Context: an optimization exercise on an open-source flow, tuned for small area, a short achievable clock period and few clock cycles. The choices shown serve that exercise and are no tape-out recipe.
At most, simulation tests tie the RTL to the original design; equivalence was not proved.

==> job 480 <==
// mul
module mul (
    input wire clk,
    input wire rst_n,
    input wire [32-1:0] multiplicand_i,
    input wire [32-1:0] multiplier_i,
    input wire                       valid_in,
    input wire                       ctrl_ready_i,
    input wire [                3:0] op_i,
    input wire [ 5-1:0] reg_waddr_i,
    input wire [3-1:0] commit_id_i,
    output reg [32-1:0] result_o,
    output reg                       valid_o,
    output reg [ 5-1:0] reg_waddr_o,
    output reg [3-1:0] commit_id_o
);
clock: 10.0 ns
lec_check: 0
abc_clock_period_in_ps: 2800
cap_margin: 20
core_margin: 2
core_utilization: 40
place_density: 0.65
setup_slack_margin: 5
slew_margin: 20
tns_end_percent: 100
run.sh (not shown) runs the stock make flow with config.mk's settings and CLKGATE_MAP_FILE= SYNTH_SCRIPT=/design/flow/synth_recipe.tcl, a recipe that flattens the netlist after the stock synthesis.
==> inputs of job 3802, as changes to job 480 <==
==> flow/flow/run.sh (new file) <==
#!/bin/bash
set -o pipefail
bash standard.sh SETUP_SLACK_MARGIN=6.6 finish > standard_flow.log 2>&1
==> flow/standard.sh (new file) <==
#!/bin/bash
# synth_recipe.tcl (not shown) runs the flow's synth.tcl, then flattens the netlist and writes it again
# the make line also repeats each setting of config.mk as NAME=value (left out here)
make -C /OpenROAD-flow-scripts/flow DESIGN_CONFIG=/design/flow/config.mk WORK_HOME=/design/flow/orfs CLKGATE_MAP_FILE= SYNTH_SCRIPT=/design/flow/synth_recipe.tcl "${@:-finish}"
--- a/flow/config.mk
+++ b/flow/config.mk
@@ -7,3 +7,3 @@
 export LEC_CHECK = 0
-export ABC_CLOCK_PERIOD_IN_PS = 2800
+export ABC_CLOCK_PERIOD_IN_PS = 1500
 export CAP_MARGIN = 20
removed: flow/run.sh
==> metrics.md <==
| Metric | Value |
|---|---|
| Status | `complete, no violations` |
| Kind of cell adding the most delay to the critical path | `adder cells` |
| Worst setup path end | `result_o[29]$_DFFE_PP_` |
| Critical Path Start | `r2_26_0$_DFFE_PP_` |
| Pin count of the biggest net entering global routing | `98` |
Source of the figures above: job 3802

==> metrics.md <==
| Metric | Value |
|---|---|
| Pin count of the biggest net entering global routing | `164` |
| Critical Path Start | `r2_7_0$_DFFE_PP_` |
| Worst setup path end | `result_o[4]$_DFFE_PP_` |
| DP Worst Slack | `5.47 ns` |
| Status | `complete, no violations` |
Source of the figures above: job 480

Function was not checked in any run of this note: the RTL went through the layout flow alone.

* * *

==> 01-17: inputs <==
mul, a different RTL version from the one above (not shown whole).
Design mul, start of the top module:
module mul (
    input wire clk,
    input wire rst_n,
    input wire [32-1:0] multiplicand_i,
    input wire [32-1:0] multiplier_i,
    input wire                       valid_in,
    input wire                       ctrl_ready_i,
    input wire [                3:0] op_i,
    input wire [ 5-1:0] reg_waddr_i,
    input wire [3-1:0] commit_id_i,
    output reg [32-1:0] result_o,
    output reg                       valid_o,
    output reg [ 5-1:0] reg_waddr_o,
    output reg [3-1:0] commit_id_o
);
    wire en = ctrl_ready_i;
    wire op_mulh   = (op_i == 4'b0010);
    wire op_mulhsu = (op_i == 4'b0100);
    wire op_mulhu  = (op_i == 4'b1000);
    wire a_sext = (op_mulh | op_mulhsu) & multiplicand_i[31];
    wire b_sext = op_mulh & multiplier_i[31];
    wire [32:0] a_d  = {a_sext, multiplicand_i};
    wire        hi_d = op_mulh | op_mulhsu | op_mulhu;
    wire [34:0] bx = {b_sext, b_sext, multiplier_i, 1'b0};   
    wire [16:0] one_d, two_d, neg_d;
    genvar g;
    generate for (g = 0; g < 17; g = g + 1) begin : enc
        assign neg_d[g] = bx[2*g+2] & ~(bx[2*g+1] & bx[2*g]);
        assign one_d[g] = bx[2*g+1] ^ bx[2*g];
        assign two_d[g] = (bx[2*g+2] & ~bx[2*g+1] & ~bx[2*g]) | (~bx[2*g+2] & bx[2*g+1] & bx[2*g]);
    end endgenerate
    reg [32:0] a;
    reg        hi_s1, valid_s1;
    reg [5-1:0]  reg_waddr_s1;
    reg [3-1:0] commit_id_s1;
    wire [16:0] one, two, neg;
    reg [16:0] one_s1, two_s1, neg_s1;
    assign one = one_s1;
    assign two = two_s1;
    assign neg = neg_s1;
    always @(posedge clk) begin
        if (!rst_n) valid_s1 <= 1'b0;
        else if (en) valid_s1 <= valid_in;
        if (en) begin
            a            <= a_d;
            one_s1       <= one_d;
            two_s1       <= two_d;
  ...
export LEC_CHECK = 0
export ABC_CLOCK_PERIOD_IN_PS = 2800
export CAP_MARGIN = 20
export CORE_MARGIN = 2
export CORE_UTILIZATION = 40
export PLACE_DENSITY = 0.65
export SETUP_SLACK_MARGIN = 5
export SLEW_MARGIN = 20
export TNS_END_PERCENT = 100
create_clock -name core_clock -period 10.0 [get_ports {clk}]
standard.sh (not shown) runs the stock make flow with config.mk's settings and CLKGATE_MAP_FILE= SYNTH_SCRIPT=/design/flow/synth_recipe.tcl, a recipe that flattens the netlist after the stock synthesis.
==> flow/flow/run.sh <==
#!/bin/bash
set -o pipefail
bash standard.sh SETUP_SLACK_MARGIN=5.5 finish > standard_flow.log 2>&1
==> 12-20 (differences from 01-17) <==
--- a/flow/design.v
+++ b/flow/design.v
@@ -24,38 +24,21 @@
     wire [34:0] bx = {b_sext, b_sext, multiplier_i, 1'b0};   
     wire [16:0] one_d, two_d, neg_d;
     genvar g;
     generate for (g = 0; g < 17; g = g + 1) begin : enc
         assign neg_d[g] = bx[2*g+2] & ~(bx[2*g+1] & bx[2*g]);
         assign one_d[g] = bx[2*g+1] ^ bx[2*g];
         assign two_d[g] = (bx[2*g+2] & ~bx[2*g+1] & ~bx[2*g]) | (~bx[2*g+2] & bx[2*g+1] & bx[2*g]);
     end endgenerate
-    reg [32:0] a;
-    reg        hi_s1, valid_s1;
-    reg [5-1:0]  reg_waddr_s1;
-    reg [3-1:0] commit_id_s1;
-    wire [16:0] one, two, neg;
-    reg [16:0] one_s1, two_s1, neg_s1;
-    assign one = one_s1;
-    assign two = two_s1;
-    assign neg = neg_s1;
-    always @(posedge clk) begin
-        if (!rst_n) valid_s1 <= 1'b0;
-        else if (en) valid_s1 <= valid_in;
-        if (en) begin
-            a            <= a_d;
-            one_s1       <= one_d;
-            two_s1       <= two_d;
-            neg_s1       <= neg_d;
-            hi_s1        <= hi_d;
-            reg_waddr_s1 <= reg_waddr_i;
-            commit_id_s1 <= commit_id_i;
-        end
-    end
+    wire [32:0] a = a_d;
+    wire [16:0] one = one_d, two = two_d, neg = neg_d;
+    wire        hi_s1 = hi_d, valid_s1 = valid_in;
+    wire [5-1:0]  reg_waddr_s1 = reg_waddr_i;
+    wire [3-1:0] commit_id_s1 = commit_id_i;
     wire pp0_0;
     wire pp0_1;
     wire pp0_2;
     wire pp0_3;
     wire pp0_4;
     wire pp0_5;
     wire pp0_6;
     wire pp0_7;
==> flow/run.sh (new file) <==
#!/bin/bash
# synth_recipe.tcl (not shown) runs the flow's synth.tcl, then flattens the netlist and writes it again
# the make line also repeats each setting of config.mk as NAME=value (left out here)
make -C /OpenROAD-flow-scripts/flow DESIGN_CONFIG=/design/flow/config.mk WORK_HOME=/design/flow/orfs CLKGATE_MAP_FILE= SYNTH_SCRIPT=/design/flow/synth_recipe.tcl finish
ABC_CLOCK_PERIOD_IN_PS = 5000   (was 2800)
SETUP_SLACK_MARGIN = 3   (was 5)
removed: flow/flow/run.sh
removed: flow/standard.sh
==> results.txt <==
- Hold path startpoint: commit_id_s1[1]
- M2 GR Usage: 43.7%
- Slowest cell on crit path: fa_2
- Status: timing/DRC/antenna clean
- Worst Path Max Fanout: 15
- Die area: 0.0778 mm²
That was 01-17.
==> results.txt <==
- Status: timing/DRC/antenna clean
- Hold path startpoint: valid_o
- M2 GR Usage: 47.0%
- Die area: 0.0705 mm²
- Worst Path Max Fanout: 7
That was 12-20.
Function was not checked in any run of this note: the RTL went through the layout flow alone.

* * *

==> garnet <==
Another version of the RTL of mul (not shown whole).
Settings: LEC_CHECK=0, CAP_MARGIN=20, CORE_MARGIN=2, CORE_UTILIZATION=40, PLACE_DENSITY=0.65, SETUP_SLACK_MARGIN=5, SLEW_MARGIN=20, TNS_END_PERCENT=100; clock period 10.0 ns.
==> flow/flow/run.sh <==
#!/bin/bash
set -o pipefail
bash standard.sh SETUP_SLACK_MARGIN=6.0 finish > standard_flow.log 2>&1
==> amber: changes against garnet <==
==> flow/flow/run.sh (replaced) <==
#!/bin/bash
set -o pipefail
bash standard.sh SETUP_SLACK_MARGIN=6.0 "BUFFER_PORTS_ARGS=-buffer_cell sky130_fd_sc_hd__buf_2" finish > standard_flow.log 2>&1
--- a/flow/config.mk
+++ b/flow/config.mk
@@ -9,6 +9,8 @@
 export CORE_MARGIN = 2
 export CORE_UTILIZATION = 40
+export CTS_BUF_LIST = sky130_fd_sc_hd__clkbuf_4 sky130_fd_sc_hd__clkbuf_8
+export CTS_CLUSTER_SIZE = 30
 export PLACE_DENSITY = 0.65
 export SETUP_SLACK_MARGIN = 5
 export SLEW_MARGIN = 20
-export TNS_END_PERCENT = 100
+export TNS_END_PERCENT = 10
==> nickel: changes against garnet <==
==> flow/flow/run.sh (replaced) <==
#!/bin/bash
set -o pipefail
bash standard.sh SETUP_SLACK_MARGIN=6.2 finish > standard_flow.log 2>&1
==> qor summary <==
Result of the run: garnet finished clean; amber finished clean; nickel finished clean
Most repeated library cell on the critical path: garnet -; amber sky130_fd_sc_hd__fa_1; nickel sky130_fd_sc_hd__fa_1
Placed wire-length estimate after detailed placement: garnet 71.34 mm; amber 71.59 mm; nickel 71.37 mm
Arrival time of data at the critical path endpoint: garnet 4.24 ns; amber 4.48 ns; nickel 4.17 ns
Leading cell type in the layout, fill and taps excluded: garnet sky130_fd_sc_hd__a22oi_1; amber sky130_fd_sc_hd__a22oi_1; nickel -
Clock transition at the registers of the reported paths: garnet 0.06 ns; amber 0.05 ns; nickel 0.06 ns
Clock latency on the worst-skew pair: garnet 0.59 ns; amber 0.72 ns; nickel 0.59 ns
Fraction of final layout cells with drive strength greater than 1: garnet 5.944%; amber 10.56%; nickel 12.12%
Crit Reg-Reg Startpoint: garnet r2_5_0$_DFFE_PP_; amber neg_s1[14]$_DFFE_PP_; nickel two[4]$_DFFE_PP_
Slack of the worst reg-to-reg path: garnet 6.06 ns; amber 5.93 ns; nickel 6.15 ns
Placed instance count: garnet 4212; amber 4213; nickel 4212
Clock period minus final worst setup slack: garnet 3.944 ns; amber 4.070 ns; nickel 3.849 ns
Met2 wirelength from detailed routing: garnet 49.63 mm; amber 48.73 mm; nickel 51.80 mm
Met2 demand-to-capacity share in global routing: garnet 38.12%; amber 37.43%; nickel 37.88%
End point of the worst hold path: garnet commit_id_s2[0]$_DFFE_PP_; amber commit_id_o[0]$_DFFE_PP_; nickel commit_id_s2[2]$_DFFE_PP_
Clock tree cell share of total cell area: garnet 3.598%; amber 3.091%; nickel 3.473%
Depth of the critical timing path with buffers and inverters included: garnet 11; amber 8; nickel 9
Pin count of the biggest net entering global routing: garnet 142; amber 91; nickel 97
Critical path destination: garnet result_o[15]$_DFFE_PP_; amber r2_29_0$_DFFE_PP_; nickel r2_38_0$_DFFE_PP_
Worst EP required: garnet 10.30 ns; amber 10.41 ns; nickel 10.32 ns
Layout buffer count excluding clock buffers: garnet 216; amber 218; nickel 306
Antenna violations before repair: garnet 2; amber 5; nickel 4
Testbench counts of garnet, summed over its fixed seeds: cycles 8,824.
Testbench counts of amber, summed over its fixed seeds: cycles 8,824.
Testbench counts of nickel, summed over its fixed seeds: cycles 8,824.

## static timing again, ports no longer ideal
The flow's constraints put no driver on any port. The routed layouts listed below were extracted and timed again, unchanged, in two steps.
Step 1, drivers: a clkbuf_16 drives clk and a buf_2 each remaining input, both assumed.
Step 2 times the ports against the registers' clock, not the clock port: input delays grow and output delays shrink by t, the midpoint of the rising clock arrivals with the driver on.
a / b / c = ideal / step 1 / step 2; a / b = the first two.
run | shift t [ns] | setup WS [ns] | worst register clock-pin slew, ns | worst slew at a driven data input, ns
job 480 | 0.667 | 5.397 / 5.397 / 5.397 | 0.07 / 0.07 | 0.05
job 3802 | 0.705 | 5.865 / 5.865 / 5.865 | 0.07 / 0.07 | 0.05
01-17 | 0.557 | 3.590 / 3.590 / 3.590 | 0.09 / 0.09 | 0.05
12-20 | 0.305 | 2.004 / 2.008 / 1.702 | 0.06 / 0.06 | 0.09
garnet | 0.647 | 6.056 / 6.056 / 5.634 | 0.06 / 0.06 | 0.06
amber | 0.758 | 5.930 / 5.930 / 5.930 | 0.07 / 0.07 | 0.06
nickel | 0.651 | 6.151 / 6.151 / 5.730 | 0.07 / 0.07 | 0.06
After both steps every run listed still meets setup and hold. The setup slack of garnet, which loses most, moves by 0.000 ns with the drivers and by -0.422 ns with both steps.
